This is an optimization exercise on Yosys and OpenROAD, whose aim is small area, a short achievable clock period and few clock cycles, not a production implementation. Function was not checked in any run shown here: the RTL went through the layout flow alone. Power is estimated from default activity; no workload was simulated.

File: design.v
`timescale 1ns/1ns
module full_adder #(parameter n = 8)
					(input [n-1:0] a, b,
					input c,
					output reg carry,
					output reg [n-1:0] sum);
  always@(*)
	{carry, sum} = a+b+c;
endmodule
`timescale 1ns/1ns
module register #(parameter n = 8)
						(input clk, rst, enable,
						input [n-1:0] reg_in,
						output reg [n-1:0] reg_out);
	always @(posedge clk) begin
		if (rst)
			reg_out <= 0;
		else if (enable)
			reg_out <= reg_in;	
	end
endmodule
`timescale 1ns/1ns
module shift_register #(parameter n = 8)
						(input clk, rst, enable, load,
						input  ser_in,
						input [n-1:0] par_in,
						output reg [n-1:0] par_out);
	always @(posedge clk) begin
		if (rst)
			par_out <= 0;
		else if (load)
			par_out <= par_in;	
		else if (enable) begin
			par_out <= {ser_in, par_out[n-1:1]};
		end	
	end
endmodule
`timescale 1ns/1ns
module mux2to1 #(parameter width = 8) 
				(input [width-1:0] a,b,
				 input sel,
				 output reg [width-1:0] out);
	always @(*) begin
		case (sel)
			0: out = a;
			1: out = b;
			default: out = {width{1'b0}};
		endcase	
	end
endmodule
`timescale 1ns/1ns
module datapath #(parameter n = 8)
				(input rst, clk,
				input reg_b_enable, reg_a_enable, reg_p_enable, reg_a_load, sel_mux_reg_b_zero,
				input sel_p_reg,
				input [n-1:0] a, b,
				output a_lsb,
				output [2*n-1:0] mul_out);
	wire [n-1:0] b_to_mux, mux_to_adder, adder_sum, mux_to_p_out, reg_p_out;
	wire adder_cout;
	register #(n) reg_partial_out (.clk(clk), .enable(reg_p_enable), .rst (rst), .reg_in(mux_to_p_out), .reg_out(reg_p_out));
	shift_register #(n) reg_a (.clk(clk), .rst (rst), .enable(reg_a_enable), .load (reg_a_load), .ser_in (adder_sum[0]), .par_in (a), .par_out(mul_out[n-1:0]));
	register #(n) reg_b (.clk(clk), .rst (rst), .enable(reg_b_enable), .reg_in(b), .reg_out(b_to_mux));			
	full_adder #(n) fa (.a(reg_p_out), .b(mux_to_adder), .c(1'b0), .carry(adder_cout), .sum(adder_sum));
	mux2to1 #(n) mux_to_reg_p (.a({n{1'b0}}), .b({adder_cout,adder_sum[n-1:1]}), .sel(sel_p_reg), .out(mux_to_p_out));  
	mux2to1 #(n) mux_reg_b_zero (.a({n{1'b0}}), .b(b_to_mux), .sel(sel_mux_reg_b_zero), .out(mux_to_adder));  
	assign a_lsb = (mul_out[0] == 1);  
	assign mul_out[2*n-1:n] = reg_p_out;
endmodule				
`timescale 1ns/1ns
module controller #(parameter m = 3)  
					(input start, clk, rst, a_lsb,
					output reg reg_b_enable, reg_a_enable, reg_p_enable, sel_p_reg, reg_a_load, sel_mux_reg_b_zero,
					output reg valid);
	parameter [1:0] reset = 0, load = 1, addshift = 2, done = 3;
	reg [1:0] current_state, next_state;
	reg count_en;
	reg [m-1:0] count;
	always @(current_state, start, count) begin :combinational
		case (current_state) 
			reset: begin
				if (start == 1) next_state = load;
				else next_state = reset;
			end	
			load: begin
				if (start == 0) next_state = addshift;
				else next_state = load;
			end				
			addshift: begin
				if ( count == {m{1'b1}}) next_state = done;
				else next_state = addshift;
			end	
			done: begin
				next_state = reset;
			end	
			default: next_state = reset;
		endcase
	end
	always @(current_state, a_lsb) begin :combinational_controlling_signals
		count_en = 0;
		reg_b_enable = 0;
		reg_a_enable = 0;
		reg_p_enable = 0;
		sel_p_reg = 0;
		reg_a_load = 0;
		sel_mux_reg_b_zero = 0;
		valid = 0;
		case (current_state) 
			reset: begin
				count_en = 0;
				reg_b_enable = 0;
				reg_a_enable = 0;
				reg_p_enable = 1;
				sel_p_reg = 0;
				reg_a_load = 0;
				sel_mux_reg_b_zero = 0;
				valid = 0;
			end	
			load: begin
				reg_a_load = 1;
				reg_b_enable =1;
			end				
			addshift: begin
				if (a_lsb == 0) begin
					reg_a_enable = 1;
					sel_mux_reg_b_zero = 0;  
					reg_p_enable = 1;
				end	
				else begin
					reg_a_enable = 1;
					sel_mux_reg_b_zero = 1;  
					reg_p_enable = 1;
				end	
				count_en = 1;
				sel_p_reg = 1;
			end	
			done: begin
				valid = 1;
			end	
			default: begin
				count_en = 0;
				reg_b_enable = 0;
				reg_a_enable = 0;
				reg_p_enable = 0;
				sel_p_reg = 0;
				reg_a_load = 0;
				sel_mux_reg_b_zero = 0;
				valid = 0;
			end
		endcase
	end
	always @(posedge clk) begin :sequential
		if (rst)
			current_state <= reset;
		else
			current_state <= next_state;
	end	
	always @(posedge clk) begin :counter_seq
		if (rst) begin
			count <= 0;
		end	
		else if (count_en == 1)
			count <= count + 1;
	end
endmodule
`timescale 1ns/1ns
module seq_mult #(parameter n = 32)
				(input start, rst, clk,
				input [n-1:0] a, b,
				output valid,
				output [2*n-1:0] result);
	reg [31:0] breg;
	reg [32:0] hs, hc;
	reg [7:0] sl, cl;
	reg [23:0] l;
	reg        lb, ngd;
	reg [1:0]  p01;
	reg [1:0]  cnt;
	reg        run, pend, vld;
	function [15:0] sel;
		input [7:0] x;
		input y;
		integer k;
		reg [8:0] xy;
		reg x1, x0, p;
		begin
			xy = {x, y};
			for (k = 0; k < 4; k = k + 1) begin
				x1 = xy[2*k+2];
				x0 = xy[2*k+1];
				p  = xy[2*k];
				sel[k]       = ~x1 & (x0 ^ p);
				sel[4+k]   = ~x1 & x0 & p;
				sel[8+k] = x1 & (x0 ^ p);
				sel[12+k] = x1 & ~x0 & ~p;
			end
		end
	endfunction
	wire       ld = ~run;
	wire [31:0] bm = ld ? b : breg;
	wire [15:0] seli = ld ? sel(a[9:2], 1'b0) : sel(l[7:0], lb);
	wire [32:0] hsi = ld ? {1'b1, 2'b00, b[31:2] & {30{a[0]}}} : hs;
	wire [32:0] hci = ld ? {2'b00, b[31:1] & {31{a[1]}}} : hc;
	wire       c2i = ld & a[0] & a[1] & b[0] & b[1];
	wire [7:0] sli = sl & {8{run}};
	wire [7:0] cli = cl & {8{run}};
	wire       ngdi = ngd & run;
	wire [3:0] p1 = seli[3:0];
	wire [3:0] p2 = seli[7:4];
	wire [3:0] n1 = seli[11:8];
	wire [3:0] n2 = seli[15:12];
	wire [3:0] ng = n1 | n2;
	wire [33:0] pp0 = {~ng[0], ({33{p1[0]}} & {1'b0, bm}) | ({33{p2[0]}} & {bm, 1'b0}) | ({33{n1[0]}} & ~{1'b0, bm}) | ({33{n2[0]}} & ~{bm, 1'b0})};
	wire [33:0] pp1 = {~ng[1], ({33{p1[1]}} & {1'b0, bm}) | ({33{p2[1]}} & {bm, 1'b0}) | ({33{n1[1]}} & ~{1'b0, bm}) | ({33{n2[1]}} & ~{bm, 1'b0})};
	wire [33:0] pp2 = {~ng[2], ({33{p1[2]}} & {1'b0, bm}) | ({33{p2[2]}} & {bm, 1'b0}) | ({33{n1[2]}} & ~{1'b0, bm}) | ({33{n2[2]}} & ~{bm, 1'b0})};
	wire [33:0] pp3 = {~ng[3], ({33{p1[3]}} & {1'b0, bm}) | ({33{p2[3]}} & {bm, 1'b0}) | ({33{n1[3]}} & ~{1'b0, bm}) | ({33{n2[3]}} & ~{bm, 1'b0})};
	wire s1, c2;
	wire s3, c4;
	wire s5, c6;
	wire s7, c8;
	wire s9, c10;
	wire s11, c12;
	wire s13, c14;
	wire s15, c16;
	wire s17, c18;
	wire s19, c20;
	wire s21, c22;
	wire s23, c24;
	wire s25, c26;
	wire s27, c28;
	wire s29, c30;
	wire s31, c32;
	wire s33, c34;
	wire s35, c36;
	wire s37, c38;
	wire s39, c40;
	wire s41, c42;
	wire s43, c44;
	wire s45, c46;
	wire s47, c48;
	wire s49, c50;
	wire s51, c52;
	wire s53, c54;
	wire s55, c56;
	wire s57, c58;
	wire s59, c60;
	wire s61, c62;
	wire s63, c64;
	wire s65, c66;
	wire s67, c68;
	wire s69, c70;
	wire s71, c72;
	wire s73, c74;
	wire s75, c76;
	wire s77, c78;
	wire s79, c80;
	wire s81, c82;
	wire s83, c84;
	wire s85, c86;
	wire s87, c88;
	wire s89, c90;
	wire s91, c92;
	wire s93, c94;
	wire s95, c96;
	wire s97, c98;
	wire s99, c100;
	wire s101, c102;
	wire s103, c104;
	wire s105, c106;
	wire s107, c108;
	wire s109, c110;
	wire s111, c112;
	wire s113, c114;
	wire s115, c116;
	wire s117, c118;
	wire s119, c120;
	wire s121, c122;
	wire s123, c124;
	wire s125, c126;
	wire s127, c128;
	wire s129, c130;
	wire s131, c132;
	wire s133, c134;
	wire s135, c136;
	wire s137, c138;
	wire s139, c140;
	wire s141, c142;
	wire s143, c144;
	wire s145, c146;
	wire s147, c148;
	wire s149, c150;
	wire s151, c152;
	wire s153, c154;
	wire s155, c156;
	wire s157, c158;
	wire s159, c160;
	wire s161, c162;
	wire s163, c164;
	wire s165, c166;
	wire s167, c168;
	wire s169, c170;
	wire s171, c172;
	wire s173, c174;
	wire s175, c176;
	wire s177, c178;
	wire s179, c180;
	wire s181, c182;
	wire s183, c184;
	wire s185, c186;
	wire s187, c188;
	wire s189, c190;
	wire s191, c192;
	wire s193, c194;
	wire s195, c196;
	wire s197, c198;
	wire s199, c200;
	wire s201, c202;
	wire s203, c204;
	wire s205, c206;
	wire s207, c208;
	wire s209, c210;
	wire s211, c212;
	wire s213, c214;
	wire s215, c216;
	wire s217, c218;
	wire s219, c220;
	wire s221, c222;
	wire s223, c224;
	wire s225, c226;
	wire s227, c228;
	wire s229, c230;
	wire s231, c232;
	wire s233, c234;
	wire s235, c236;
	wire s237, c238;
	wire s239, c240;
	wire s241, c242;
	wire s243, c244;
	wire s245, c246;
	wire s247, c248;
	wire s249, c250;
	wire s251, c252;
	wire s253, c254;
	wire s255, c256;
	wire s257, c258;
	wire s259, c260;
	wire s261, c262;
	wire s263, c264;
	wire s265, c266;
	wire s267, c268;
	wire s269, c270;
	wire s271, c272;
	wire s273, c274;
	wire s275, c276;
	wire s277, c278;
	wire s279, c280;
	csa_fa u_s1 (.a(hsi[0]), .b(hci[0]), .c(pp0[0]), .s(s1), .co(c2));
	csa_ha u_s3 (.a(hsi[2]), .b(hci[2]), .s(s3), .co(c4));
	csa_ha u_s5 (.a(hsi[3]), .b(hci[3]), .s(s5), .co(c6));
	csa_fa u_s7 (.a(hsi[4]), .b(hci[4]), .c(pp0[4]), .s(s7), .co(c8));
	csa_ha u_s9 (.a(pp1[2]), .b(pp2[0]), .s(s9), .co(c10));
	csa_fa u_s11 (.a(hsi[5]), .b(hci[5]), .c(pp0[5]), .s(s11), .co(c12));
	csa_ha u_s13 (.a(pp1[3]), .b(pp2[1]), .s(s13), .co(c14));
	csa_fa u_s15 (.a(hsi[6]), .b(hci[6]), .c(pp0[6]), .s(s15), .co(c16));
	csa_fa u_s17 (.a(pp1[4]), .b(pp2[2]), .c(pp3[0]), .s(s17), .co(c18));
	csa_fa u_s19 (.a(hsi[7]), .b(hci[7]), .c(pp0[7]), .s(s19), .co(c20));
	csa_fa u_s21 (.a(pp1[5]), .b(pp2[3]), .c(pp3[1]), .s(s21), .co(c22));
	csa_fa u_s23 (.a(hsi[8]), .b(hci[8]), .c(pp0[8]), .s(s23), .co(c24));
	csa_fa u_s25 (.a(pp1[6]), .b(pp2[4]), .c(pp3[2]), .s(s25), .co(c26));
	csa_fa u_s27 (.a(hsi[9]), .b(hci[9]), .c(pp0[9]), .s(s27), .co(c28));
	csa_fa u_s29 (.a(pp1[7]), .b(pp2[5]), .c(pp3[3]), .s(s29), .co(c30));
	csa_fa u_s31 (.a(hsi[10]), .b(hci[10]), .c(pp0[10]), .s(s31), .co(c32));
	csa_fa u_s33 (.a(pp1[8]), .b(pp2[6]), .c(pp3[4]), .s(s33), .co(c34));
	csa_fa u_s35 (.a(hsi[11]), .b(hci[11]), .c(pp0[11]), .s(s35), .co(c36));
	csa_fa u_s37 (.a(pp1[9]), .b(pp2[7]), .c(pp3[5]), .s(s37), .co(c38));
	csa_fa u_s39 (.a(hsi[12]), .b(hci[12]), .c(pp0[12]), .s(s39), .co(c40));
	csa_fa u_s41 (.a(pp1[10]), .b(pp2[8]), .c(pp3[6]), .s(s41), .co(c42));
	csa_fa u_s43 (.a(hsi[13]), .b(hci[13]), .c(pp0[13]), .s(s43), .co(c44));
	csa_fa u_s45 (.a(pp1[11]), .b(pp2[9]), .c(pp3[7]), .s(s45), .co(c46));
	csa_fa u_s47 (.a(hsi[14]), .b(hci[14]), .c(pp0[14]), .s(s47), .co(c48));
	csa_fa u_s49 (.a(pp1[12]), .b(pp2[10]), .c(pp3[8]), .s(s49), .co(c50));
	csa_fa u_s51 (.a(hsi[15]), .b(hci[15]), .c(pp0[15]), .s(s51), .co(c52));
	csa_fa u_s53 (.a(pp1[13]), .b(pp2[11]), .c(pp3[9]), .s(s53), .co(c54));
	csa_fa u_s55 (.a(hsi[16]), .b(hci[16]), .c(pp0[16]), .s(s55), .co(c56));
	csa_fa u_s57 (.a(pp1[14]), .b(pp2[12]), .c(pp3[10]), .s(s57), .co(c58));
	csa_fa u_s59 (.a(hsi[17]), .b(hci[17]), .c(pp0[17]), .s(s59), .co(c60));
	csa_fa u_s61 (.a(pp1[15]), .b(pp2[13]), .c(pp3[11]), .s(s61), .co(c62));
	csa_fa u_s63 (.a(hsi[18]), .b(hci[18]), .c(pp0[18]), .s(s63), .co(c64));
	csa_fa u_s65 (.a(pp1[16]), .b(pp2[14]), .c(pp3[12]), .s(s65), .co(c66));
	csa_fa u_s67 (.a(hsi[19]), .b(hci[19]), .c(pp0[19]), .s(s67), .co(c68));
	csa_fa u_s69 (.a(pp1[17]), .b(pp2[15]), .c(pp3[13]), .s(s69), .co(c70));
	csa_fa u_s71 (.a(hsi[20]), .b(hci[20]), .c(pp0[20]), .s(s71), .co(c72));
	csa_fa u_s73 (.a(pp1[18]), .b(pp2[16]), .c(pp3[14]), .s(s73), .co(c74));
	csa_fa u_s75 (.a(hsi[21]), .b(hci[21]), .c(pp0[21]), .s(s75), .co(c76));
	csa_fa u_s77 (.a(pp1[19]), .b(pp2[17]), .c(pp3[15]), .s(s77), .co(c78));
	csa_fa u_s79 (.a(hsi[22]), .b(hci[22]), .c(pp0[22]), .s(s79), .co(c80));
	csa_fa u_s81 (.a(pp1[20]), .b(pp2[18]), .c(pp3[16]), .s(s81), .co(c82));
	csa_fa u_s83 (.a(hsi[23]), .b(hci[23]), .c(pp0[23]), .s(s83), .co(c84));
	csa_fa u_s85 (.a(pp1[21]), .b(pp2[19]), .c(pp3[17]), .s(s85), .co(c86));
	csa_fa u_s87 (.a(hsi[24]), .b(hci[24]), .c(pp0[24]), .s(s87), .co(c88));
	csa_fa u_s89 (.a(pp1[22]), .b(pp2[20]), .c(pp3[18]), .s(s89), .co(c90));
	csa_fa u_s91 (.a(hsi[25]), .b(hci[25]), .c(pp0[25]), .s(s91), .co(c92));
	csa_fa u_s93 (.a(pp1[23]), .b(pp2[21]), .c(pp3[19]), .s(s93), .co(c94));
	csa_fa u_s95 (.a(hsi[26]), .b(hci[26]), .c(pp0[26]), .s(s95), .co(c96));
	csa_fa u_s97 (.a(pp1[24]), .b(pp2[22]), .c(pp3[20]), .s(s97), .co(c98));
	csa_fa u_s99 (.a(hsi[27]), .b(hci[27]), .c(pp0[27]), .s(s99), .co(c100));
	csa_fa u_s101 (.a(pp1[25]), .b(pp2[23]), .c(pp3[21]), .s(s101), .co(c102));
	csa_fa u_s103 (.a(hsi[28]), .b(hci[28]), .c(pp0[28]), .s(s103), .co(c104));
	csa_fa u_s105 (.a(pp1[26]), .b(pp2[24]), .c(pp3[22]), .s(s105), .co(c106));
	csa_fa u_s107 (.a(hsi[29]), .b(hci[29]), .c(pp0[29]), .s(s107), .co(c108));
	csa_fa u_s109 (.a(pp1[27]), .b(pp2[25]), .c(pp3[23]), .s(s109), .co(c110));
	csa_fa u_s111 (.a(hsi[30]), .b(hci[30]), .c(pp0[30]), .s(s111), .co(c112));
	csa_fa u_s113 (.a(pp1[28]), .b(pp2[26]), .c(pp3[24]), .s(s113), .co(c114));
	csa_fa u_s115 (.a(hsi[31]), .b(hci[31]), .c(pp0[31]), .s(s115), .co(c116));
	csa_fa u_s117 (.a(pp1[29]), .b(pp2[27]), .c(pp3[25]), .s(s117), .co(c118));
	csa_fa u_s119 (.a(~hsi[32]), .b(hci[32]), .c(pp0[32]), .s(s119), .co(c120));
	csa_fa u_s121 (.a(pp1[30]), .b(pp2[28]), .c(pp3[26]), .s(s121), .co(c122));
	csa_fa u_s123 (.a(hsi[32]), .b(pp0[33]), .c(pp1[31]), .s(s123), .co(c124));
	csa_ha u_s125 (.a(pp2[29]), .b(pp3[27]), .s(s125), .co(c126));
	csa_fa u_s127 (.a(pp1[32]), .b(pp2[30]), .c(pp3[28]), .s(s127), .co(c128));
	csa_ha u_s129 (.a(ng[0]), .b(c2i), .s(s129), .co(c130));
	csa_fa u_s131 (.a(c2), .b(hsi[1]), .c(hci[1]), .s(s131), .co(c132));
	csa_fa u_s133 (.a(pp0[2]), .b(pp1[0]), .c(ng[1]), .s(s133), .co(c134));
	csa_fa u_s135 (.a(c4), .b(pp0[3]), .c(pp1[1]), .s(s135), .co(c136));
	csa_fa u_s137 (.a(c6), .b(ng[2]), .c(s7), .s(s137), .co(c138));
	csa_fa u_s139 (.a(c8), .b(c10), .c(s11), .s(s139), .co(c140));
	csa_fa u_s141 (.a(c12), .b(c14), .c(s15), .s(s141), .co(c142));
	csa_fa u_s143 (.a(c16), .b(c18), .c(s19), .s(s143), .co(c144));
	csa_fa u_s145 (.a(c20), .b(c22), .c(s23), .s(s145), .co(c146));
	csa_fa u_s147 (.a(c24), .b(c26), .c(s27), .s(s147), .co(c148));
	csa_fa u_s149 (.a(c28), .b(c30), .c(s31), .s(s149), .co(c150));
	csa_fa u_s151 (.a(c32), .b(c34), .c(s35), .s(s151), .co(c152));
	csa_fa u_s153 (.a(c36), .b(c38), .c(s39), .s(s153), .co(c154));
	csa_fa u_s155 (.a(c40), .b(c42), .c(s43), .s(s155), .co(c156));
	csa_fa u_s157 (.a(c44), .b(c46), .c(s47), .s(s157), .co(c158));
	csa_fa u_s159 (.a(c48), .b(c50), .c(s51), .s(s159), .co(c160));
	csa_fa u_s161 (.a(c52), .b(c54), .c(s55), .s(s161), .co(c162));
	csa_fa u_s163 (.a(c56), .b(c58), .c(s59), .s(s163), .co(c164));
	csa_fa u_s165 (.a(c60), .b(c62), .c(s63), .s(s165), .co(c166));
	csa_fa u_s167 (.a(c64), .b(c66), .c(s67), .s(s167), .co(c168));
	csa_fa u_s169 (.a(c68), .b(c70), .c(s71), .s(s169), .co(c170));
	csa_fa u_s171 (.a(c72), .b(c74), .c(s75), .s(s171), .co(c172));
	csa_fa u_s173 (.a(c76), .b(c78), .c(s79), .s(s173), .co(c174));
	csa_fa u_s175 (.a(c80), .b(c82), .c(s83), .s(s175), .co(c176));
	csa_fa u_s177 (.a(c84), .b(c86), .c(s87), .s(s177), .co(c178));
	csa_fa u_s179 (.a(c88), .b(c90), .c(s91), .s(s179), .co(c180));
	csa_fa u_s181 (.a(c92), .b(c94), .c(s95), .s(s181), .co(c182));
	csa_fa u_s183 (.a(c96), .b(c98), .c(s99), .s(s183), .co(c184));
	csa_fa u_s185 (.a(c100), .b(c102), .c(s103), .s(s185), .co(c186));
	csa_fa u_s187 (.a(c104), .b(c106), .c(s107), .s(s187), .co(c188));
	csa_fa u_s189 (.a(c108), .b(c110), .c(s111), .s(s189), .co(c190));
	csa_fa u_s191 (.a(c112), .b(c114), .c(s115), .s(s191), .co(c192));
	csa_fa u_s193 (.a(c116), .b(c118), .c(s119), .s(s193), .co(c194));
	csa_fa u_s195 (.a(c120), .b(c122), .c(s123), .s(s195), .co(c196));
	csa_fa u_s197 (.a(c124), .b(c126), .c(1'b1), .s(s197), .co(c198));
	csa_fa u_s199 (.a(c128), .b(pp1[33]), .c(pp2[31]), .s(s199), .co(c200));
	csa_ha u_s201 (.a(pp2[32]), .b(pp3[30]), .s(s201), .co(c202));
	csa_ha u_s203 (.a(cyn), .b(s1), .s(s203), .co(c204));
	csa_fa u_s205 (.a(c130), .b(pp0[1]), .c(s131), .s(s205), .co(c206));
	csa_fa u_s207 (.a(c132), .b(s3), .c(s133), .s(s207), .co(c208));
	csa_fa u_s209 (.a(c134), .b(s5), .c(s135), .s(s209), .co(c210));
	csa_fa u_s211 (.a(c136), .b(s9), .c(s137), .s(s211), .co(c212));
	csa_fa u_s213 (.a(c138), .b(s13), .c(s139), .s(s213), .co(c214));
	csa_fa u_s215 (.a(c140), .b(s17), .c(s141), .s(s215), .co(c216));
	csa_fa u_s217 (.a(c142), .b(s21), .c(s143), .s(s217), .co(c218));
	csa_fa u_s219 (.a(c144), .b(s25), .c(s145), .s(s219), .co(c220));
	csa_fa u_s221 (.a(c146), .b(s29), .c(s147), .s(s221), .co(c222));
	csa_fa u_s223 (.a(c148), .b(s33), .c(s149), .s(s223), .co(c224));
	csa_fa u_s225 (.a(c150), .b(s37), .c(s151), .s(s225), .co(c226));
	csa_fa u_s227 (.a(c152), .b(s41), .c(s153), .s(s227), .co(c228));
	csa_fa u_s229 (.a(c154), .b(s45), .c(s155), .s(s229), .co(c230));
	csa_fa u_s231 (.a(c156), .b(s49), .c(s157), .s(s231), .co(c232));
	csa_fa u_s233 (.a(c158), .b(s53), .c(s159), .s(s233), .co(c234));
	csa_fa u_s235 (.a(c160), .b(s57), .c(s161), .s(s235), .co(c236));
	csa_fa u_s237 (.a(c162), .b(s61), .c(s163), .s(s237), .co(c238));
	csa_fa u_s239 (.a(c164), .b(s65), .c(s165), .s(s239), .co(c240));
	csa_fa u_s241 (.a(c166), .b(s69), .c(s167), .s(s241), .co(c242));
	csa_fa u_s243 (.a(c168), .b(s73), .c(s169), .s(s243), .co(c244));
	csa_fa u_s245 (.a(c170), .b(s77), .c(s171), .s(s245), .co(c246));
	csa_fa u_s247 (.a(c172), .b(s81), .c(s173), .s(s247), .co(c248));
	csa_fa u_s249 (.a(c174), .b(s85), .c(s175), .s(s249), .co(c250));
	csa_fa u_s251 (.a(c176), .b(s89), .c(s177), .s(s251), .co(c252));
	csa_fa u_s253 (.a(c178), .b(s93), .c(s179), .s(s253), .co(c254));
	csa_fa u_s255 (.a(c180), .b(s97), .c(s181), .s(s255), .co(c256));
	csa_fa u_s257 (.a(c182), .b(s101), .c(s183), .s(s257), .co(c258));
	csa_fa u_s259 (.a(c184), .b(s105), .c(s185), .s(s259), .co(c260));
	csa_fa u_s261 (.a(c186), .b(s109), .c(s187), .s(s261), .co(c262));
	csa_fa u_s263 (.a(c188), .b(s113), .c(s189), .s(s263), .co(c264));
	csa_fa u_s265 (.a(c190), .b(s117), .c(s191), .s(s265), .co(c266));
	csa_fa u_s267 (.a(c192), .b(s121), .c(s193), .s(s267), .co(c268));
	csa_fa u_s269 (.a(c194), .b(s125), .c(s195), .s(s269), .co(c270));
	csa_fa u_s271 (.a(c196), .b(s127), .c(s197), .s(s271), .co(c272));
	csa_fa u_s273 (.a(c198), .b(pp3[29]), .c(s199), .s(s273), .co(c274));
	csa_fa u_s275 (.a(c200), .b(1'b1), .c(s201), .s(s275), .co(c276));
	csa_fa u_s277 (.a(c202), .b(pp2[33]), .c(pp3[31]), .s(s277), .co(c278));
	csa_ha u_s279 (.a(pp3[32]), .b(1'b1), .s(s279), .co(c280));
	wire [40:0] sv = {1'b0, c280, c278, c276, c274, c272, c270, c268, c266, c264, c262, c260, c258, c256, c254, c252, c250, c248, c246, c244, c242, c240, c238, c236, c234, c232, c230, c228, c226, c224, c222, c220, c218, c216, c214, c212, c210, c208, c206, c204, s129};
	wire [40:0] cv = {1'b0, pp3[33], s279, s277, s275, s273, s271, s269, s267, s265, s263, s261, s259, s257, s255, s253, s251, s249, s247, s245, s243, s241, s239, s237, s235, s233, s231, s229, s227, s225, s223, s221, s219, s217, s215, s213, s211, s209, s207, s205, s203};
	wire [8:0] low = sli + cli + {ngdi, 6'd0};
	wire       cyn = low[8];
	always @(posedge clk) begin
		breg <= bm;
		hs   <= sv[40:8];
		hc   <= cv[40:8];
		sl   <= sv[7:0];
		cl   <= cv[7:0];
		ngd  <= ng[3];
		if (ld) begin
			p01  <= {(a[0] & b[1]) ^ (a[1] & b[0]), a[0] & b[0]};
			lb   <= a[9];
			l    <= {10'd0, a[31:10]};
		end else begin
			lb   <= l[7];
			l    <= {low[7:0], l[23:8]};
		end
	end
	always @(posedge clk) begin
		if (rst) begin
			run  <= 1'b0;
			pend <= 1'b0;
			vld  <= 1'b0;
		end else begin
			vld <= 1'b0;
			if (!run) begin
				if (start | pend) begin
					run  <= 1'b1;
					pend <= 1'b0;
					cnt  <= 2'd0;
				end
			end else begin
				cnt <= cnt + 1'b1;
				if (cnt == 2'd2) begin
					run  <= 1'b0;
					pend <= start;
					vld  <= ~start;
				end
			end
		end
	end
	wire [37:0] hsum = {hs[29:0], sl} + {hc[29:0], cl};
	assign valid  = vld;
	assign result = {hsum, l, p01};
endmodule
module csa_fa (input a, b, c, output s, co);
	assign s  = a ^ b ^ c;
	assign co = (a & b) | (a & c) | (b & c);
endmodule
module csa_ha (input a, b, output s, co);
	assign s  = a ^ b;
	assign co = a & b;
endmodule
File: flow/run.sh
#!/bin/bash
# The standard layout, with the port buffers made of buf_1 cells
# instead of the default clkdlybuf4s50_1. The make output goes to make.log.
set -euo pipefail
bash standard.sh "BUFFER_PORTS_ARGS=-buffer_cell sky130_fd_sc_hd__buf_1" finish > make.log 2>&1
File: standard.sh
#!/bin/bash
# synth_recipe.tcl (not shown) runs the flow's synth.tcl, then flattens the netlist and writes it again
# the make line also repeats each setting of config.mk as NAME=value (left out here)
make -C /OpenROAD-flow-scripts/flow DESIGN_CONFIG=/design/flow/config.mk WORK_HOME=/design/flow/orfs CLKGATE_MAP_FILE= SYNTH_SCRIPT=/design/flow/synth_recipe.tcl "${@:-finish}"
File: config.mk
export PLATFORM = sky130hd
export DESIGN_NAME = seq_mult
export DESIGN_NICKNAME = seq_mult
export VERILOG_FILES = /design/flow/design.v
export SDC_FILE = /design/flow/constraint.sdc
export NUM_CORES = 4
export LEC_CHECK = 0
export ABC_AREA = 1
export CAP_MARGIN = 20
export CORE_MARGIN = 2
export CORE_UTILIZATION = 40
export SETUP_SLACK_MARGIN = 1.3
export SLEW_MARGIN = 20
export SYNTH_HIERARCHICAL = 1
File: constraint.sdc
create_clock -name core_clock -period 5.0 [get_ports {clk}]
set_input_delay 1.0000 -clock core_clock [delete_from_list [all_inputs] [get_ports {clk}]]
set_output_delay 1.0000 -clock core_clock [all_outputs]
set_load 0.01 [all_outputs]
==> metrics.yaml, run 1 <==
grt:
  grt_max_degree: 90
  overflow: 0
  grt_pass1_wl_um: 71900
  antenna_found_initial: 0
  first_global_vias: 12800
  track_usage_pct: 25.4
drt:
  vias_per_cell: 5.40
  wire_per_inst_um: 18.8
  drt_pass1_iterations: 6
  maxUsedRoutingLayer: "met4"
  wl_met1_um: 21500
  drtIter0Drc: 1354
  drt-total-wl_um: 46600
  vias: 13400
  route.met3.wl_um: 3610
  wl_met2_um: 20400
  drtAntennaViolNets: 0
  drc: 0
finish:
  layout_common_cells: "nand2_1 (671), inv_1 (183), dfxtp_1 (137)"
  drive_gt1_share_pct: 6.99
  antennaDiodeCount: 0
  synthToLayoutAreaGrowth_pct: 8.74
  fillers: 3647
  final_area_um2: 15200
  nets: 2267
  layout_commonest_cell: "nand2_1"
  post-route-util_pct: 44.1
floorplanning:
  die_x_um: 191
  ioPinCount: 132
  core_area_um2: 34500
  start_util_pct: 40.6
  placementRows: 68
  die_area_um2: 36600
  chipHeight_um: 191
yosys:
  synth_edf_count: 4
  postSynthCellCount: 1947
  yosys.area.top_type_share_pct: 20.1
  synth_ff_type: "dfxtp_1"
  ys_seq_area_share_pct: 21.0
  ys_ff_latch: 145
  ys_async_sr_fraction_pct: 0
  synth.area.top_cells: "dfxtp_1 (20%), fa_1 (19%), nand2_1 (18%)"
  avgSynthCellArea_um2: 7.20
  yosysUniqueCellTypes: 43
  yosys_warnings: 7
  synth_top_area_cell: "dfxtp_1"
  syn_area_um2: 14000
status:
  status: "finished clean"
power_and_ir_drop:
  vdd_drop_max_v: 0.000433
  p_leak_nw: 7.04
  powerDensity_nw_per_um2: 646
sta:
  skew_ns: 0.0212
  grt_setup_unrepaired: "false"
  max_slew_margin_pct: 47.2
  slew_violations: 0
  timing.hold.ws_ns: 0.465
  fmaxAchievable_ghz: 0.282
  finalSetupTns_ns: 0
  setup_viol: 0
  period_share_pct: 70.8
  finalHoldViolCount: 0
  period_minus_slack_ns: 3.54
  worstMarginPinSlew_ns: 0.791
critical_path:
  setup.worst_path.start_class: "flip-flop"
  cp.required_ns: 5.33
  r2r-start: "run"
  crit_path_frequent_cell: "fa_1"
  crit_path_max_incr_delay_ns: 0.60
  worstPathArrival_ns: 3.87
  critPathLaunch: "run"
  critical_path.max_fanout: 48
  slowest_stage: "fa_1"
  worstSetupEndpointType: "flip-flop"
  cp_cell_sequence: "inv_4 -> buf_12 -> a21oi_1 -> nand2_1 -> buf_4 -> nand2_1 -> o21ai_1 -> o211ai_1 -> fa_1 -> fa_1 -> fa_1"
  path_class: "flip-flop to flip-flop"
placement:
  io_buffers: 131
  placed_cell_area_um2: 14500
  place_congestion: 0.926
  hpwl_um: 35100
hold_path:
  hold_class: "flip-flop to flip-flop"
  hp-start: "l[15]"
clock_network:
  root_buffer: "clkbuf_16"
  cts.path.max_buffers: 2
  clk_latency_ns: 0.45
  cts_buffers: 17
  clkTransAtPathRegs_ns: 0.07
  h-tree-depth: 4
  tritoncts: "done"
  cts_num_sinks: 145
  postCtsHoldBufs: 0
flow_run:
  maxCapViolations: 0
## Yosys cell counts (45+ instances only)
cell type  count
nand2_2       45
o211ai_1      70
nand2_1      678
ha_1          61
o21ai_1       68
fa_1         134
nor2_1        71
dfxtp_1      141
buf_2         70
o21ai_0      104
inv_1        183
a21oi_1       80
## final cells by class
type / count / area [um^2] / share of cell area, %
flip-flops and latches: 145 / 2950 / 19.4
inverters: 199 / 754 / 4.95
clock inverters: 13 / 136 / 0.895
repair buffers: 145 / 622 / 4.08
clock buffers: 19 / 433 / 2.84
multi-input cells: 1497 / 9780 / 64.1
well taps: 455 / 569 / 3.73
## state kept, by name, indices dropped and copies added (netlist names)
name and flops:
ngd 1, cnt 2, hs 32, pend 1
breg 32, lb 1, hc 32, cl 8
p01 2, l 24, vld 1, sl 8
run 1
## worst max-delay path: cells and delay by family, from the launching register on
family | cells | cell delay [ns]
AO/OA/AOI/OAI | 3 | 0.33
adder cells (fa/ha/maj) | 3 | 1.53
flip-flops | 1 | 0.40
AND/OR/NAND/NOR | 2 | 0.17
buffers and inverters | 3 | 0.96
## Yosys stat by module, one instance, submodules excluded
| module | copies in the design | cell area [um^2] | cells inside | flops+latches |
|---|---|---|---|---|
| csa_fa | 131 | 20.0 | 1 | 0 |
| csa_ha | 9 | 12.5 | 1 | 0 |
| seq_mult | 1 | 11300 | 1807 | 145 |
## path summary, 6_finish.rpt
path / to / slack, ns / cells after the start
worst min-delay path: l[7] / 0.46 / 2
worst min register to register: l[7] / 0.46 / 2
worst max-delay path: hc[0] / 1.46 / 11
worst max register to register: hc[0] / 1.46 / 11
## through the flow
stage                     instances  total power [mW]  setup WS, ns
final                          2473              9.85          1.46
after detailed placement       2440              8.47         0.878
after floorplan                1949              6.33          1.67
after global placement         2440              8.33          1.00
after CTS                      2472              9.79          1.33
after global routing           2473              10.8          1.30
## metal layers
| metal | vias up | GRT usage [%] |
|---|---|---|
| li1 | 6423 | - |
| met1 | 6316 | 36.5 |
| met2 | 554 | 39.3 |
| met3 | 67 | 4.37 |
| met4 | 0 | 6.54 |
| met5 | - | 0 |
## repair_timing
action,in CTS,in global routing
resized for setup,7,25
setup endpoints to repair,25,44
buffers inserted,0,0
pin swaps,0,2
cloned,0,1
## where the power goes
group | switching, mW | leakage, nW | internal [mW] | total (mW)
clock network | 0.550 | 0.272 | 0.735 | 1.28
registers | 0.378 | 1.23 | 1.62 | 2.00
logic | 4.22 | 5.54 | 2.35 | 6.57
## kinds of logic after synthesis
group | synth area share, %
adder cells (fa/ha/maj) | 24.6
AND/OR/NAND/NOR | 24.9
XOR/XNOR | 1.50
buffers and inverters | 10.1
other | 0.0536
AO/OA/AOI/OAI | 17.9
flip-flops | 21.0
==> inputs of run 2 (changes only) <==
--- a/config.mk
+++ b/config.mk
@@ -11,3 +11,3 @@
 export CORE_UTILIZATION = 40
-export SETUP_SLACK_MARGIN = 1.3
+export SETUP_SLACK_MARGIN = 1.6
 export SLEW_MARGIN = 20
==> metrics.yaml, run 2 <==
status:
  status: "finished clean"
sta:
  finalSetupTns_ns: 0
  finalHoldViolCount: 0
  worstMarginPinSlew_ns: 0.679
  max_slew_margin_pct: 54.7
  timing.hold.ws_ns: 0.463
  period_share_pct: 67.3
  skew_ns: 0.0180
  setup_viol: 0
  fmaxAchievable_ghz: 0.297
  grt_setup_unrepaired: "true"
  period_minus_slack_ns: 3.36
  slew_violations: 0
clock_network:
  postCtsHoldBufs: 0
  cts_buffers: 17
  cts.path.max_buffers: 2
  clkTransAtPathRegs_ns: 0.06
  h-tree-depth: 4
  tritoncts: "done"
  clk_latency_ns: 0.45
  root_buffer: "clkbuf_16"
  cts_num_sinks: 145
critical_path:
  cp.required_ns: 5.31
  cp_cell_sequence: "clkbuf_2 -> or2_1 -> nand4_1 -> nand2_2 -> inv_4 -> o22ai_1 -> a21oi_1 -> nand2_1 -> fa_1 -> fa_1 -> fa_1"
  crit_path_max_incr_delay_ns: 0.54
  setup.worst_path.start_class: "input pin"
  crit_path_frequent_cell: "fa_1"
  critical_path.max_fanout: 11
  path_class: "input pin to flip-flop"
  critPathTopFamily: "adder cells"
  slowest_stage: "fa_1"
  worstPathArrival_ns: 3.67
  worstSetupEndpointType: "flip-flop"
  path_buf_inv: 2
yosys:
  yosys-top-cells-count: "nand2_1 (678), inv_1 (183), dfxtp_1 (141), fa_1 (134), o21ai_0 (104)"
  synth_top_area_cell: "dfxtp_1"
  avgSynthCellArea_um2: 7.20
  synth_ff_type: "dfxtp_1"
  yosys_warnings: 7
  ys_async_sr_fraction_pct: 0
  yosys.area.top_type_share_pct: 20.1
  syn_area_um2: 14000
  postSynthCellCount: 1947
  synth_most_common_cell: "nand2_1"
  yosysUniqueCellTypes: 43
  ys_ff_latch: 145
  synth.area.top_cells: "dfxtp_1 (20%), fa_1 (19%), nand2_1 (18%)"
  synth_edf_count: 4
  ys_seq_area_share_pct: 21.0
finish:
  largestRegisters: "breg: 32 flops, hc: 32 flops, hs: 32 flops"
  synthToLayoutAreaGrowth_pct: 14.8
  nets: 2293
  fillers: 3569
  antennaDiodeCount: 0
  layout_commonest_cell: "nand2_1"
  drive_gt1_share_pct: 13.1
  final_area_um2: 16100
  layout_common_cells: "nand2_1 (647), inv_1 (180), fa_1 (131)"
drt:
  vias: 13500
  drc: 0
  wire_per_inst_um: 19.1
  drtIter0Drc: 1307
  drtAntennaViolNets: 0
  drt_pass1_iterations: 6
  vias_per_cell: 5.40
  drt-total-wl_um: 47900
placement:
  io_buffers: 131
  placed_cell_area_um2: 14500
  place_congestion: 0.926
  hpwl_um: 35100
floorplanning:
  start_util_pct: 40.6
  die_area_um2: 36600
  placementRows: 68
  chipHeight_um: 191
  ioPinCount: 132
  core_area_um2: 34500
  die_x_um: 191
flow_run:
  maxCapViolations: 0
grt:
  first_global_vias: 12900
  overflow: 0
  antenna_found_initial: 0
  grt_max_degree: 90
  track_usage_pct: 25.8
  grt_pass1_wl_um: 73100
power_and_ir_drop:
  p_leak_nw: 7.29
  power_mw: 10.6
  vdd_drop_max_v: 0.000448
  powerDensity_nw_per_um2: 656
hold_path:
  hold_class: "flip-flop to flip-flop"
[run 2: final timing paths]
check / cells past startpoint / to / slack [ns] / start
max: 11 / hc[23] / 1.64 / a[3]
min: 2 / l[12] / 0.46 / l[20]
max reg2reg: 9 / hc[14] / 1.71 / run
min reg2reg: 2 / l[12] / 0.46 / l[20]
[run 2: tightest hold or removal path: cells and delay by family, from the launching register on]
| family | cells | cell delay [ns] |
|---|---|---|
| and+or+nand+nor | 2 | 0.10 |
| DFF | 1 | 0.32 |
[run 2: cells by family (layout without fill, tap and decap cells)]
kind of cell | after synthesis | count (layout) | share of synthesized area, %
buffers and inverters | 308 | 401 | 10.1
AOI/OAI and AO/OA | 406 | 407 | 17.9
adders and majority gates | 195 | 195 | 24.6
and+or+nand+nor | 867 | 868 | 24.9
DFF | 145 | 145 | 21.0
xor gates and xnor gates | 24 | 24 | 1.50
other | 2 | 4 | 0.0536
[run 2: metal layers]
| layer | share of wire, % | track usage, % |
|---|---|---|
| met3 | 8.0 | 4.42 |
| met1 | 45 | 37.2 |
| met2 | 44 | 39.9 |
| met5 | 0 | 0 |
| met4 | 2.3 | 6.66 |
[run 2: timing repair]
item	4_1_cts	5_1_grt
setup buffers	2	21
gates cloned	2	2
pin swaps	4	13
setup endpoints to repair	93	81
gates resized for setup	57	120
[run 2: power by group]
part | total, mW | switching, mW | leakage (nW) | internal [mW]
clock | 1.28 | 0.545 | 0.272 | 0.735
sequential | 2.08 | 0.455 | 1.23 | 1.63
combinational | 7.20 | 4.43 | 5.79 | 2.77
[run 2: Yosys stat by module (local to each module, per instance)]
module    cells  cell area [um^2]
seq_mult   1807             11300
csa_ha        1              12.5
csa_fa        1              20.0
[run 2: cell type report]
| type | instances | area [um^2] | share of cell area [%] |
|---|---|---|---|
| clock buffers | 19 | 433 | 2.69 |
| clock inverters | 13 | 136 | 0.847 |
| inverters | 199 | 783 | 4.87 |
| multi-input cells | 1498 | 10300 | 63.8 |
| flip-flops and latches | 145 | 2960 | 18.4 |
| well taps | 455 | 569 | 3.54 |
| repair buffers | 170 | 948 | 5.89 |
[run 2: metrics by stage]
step / worst slack (ns) / util [%] / cells
after global routing: 1.56 / 46.6 / 2499
after global placement: 1.00 / 42.1 / 2440
final: 1.64 / 46.6 / 2499
after detailed placement: 0.878 / 42.1 / 2440
after CTS: 1.59 / 44.6 / 2476
after floorplan: 1.67 / - / 1949

port drivers added, routing unchanged:
In the flow no input, the clock included, has a driving cell. The finished layouts below were timed again as built, in two steps. Step 1 assumes that a clkbuf_16 drives the clock port and a buf_2 every other input. Step 2 also shifts input and output timing later by t, the mid clock arrival at the registers, as if the neighbouring blocks saw the same clock. a / b / c = ideal ports / drivers / drivers and shift; a / b = the first two.
run	t, ns	setup WS [ns]	hold WS [ns]	latest minus earliest clock arrival (ns)	worst register clock-pin slew, ns
run 1	0.488	1.460 / 1.425 / 1.027	0.465 / 0.465 / 0.465	0.022 / 0.023	0.07 / 0.07
run 2	0.484	1.636 / 1.633 / 1.173	0.463 / 0.463 / 0.463	0.019 / 0.019	0.07 / 0.07
After both steps every run listed still meets setup and hold. The setup slack of run 2, which loses most, moves by -0.003 ns with the drivers and by -0.463 ns with both steps.
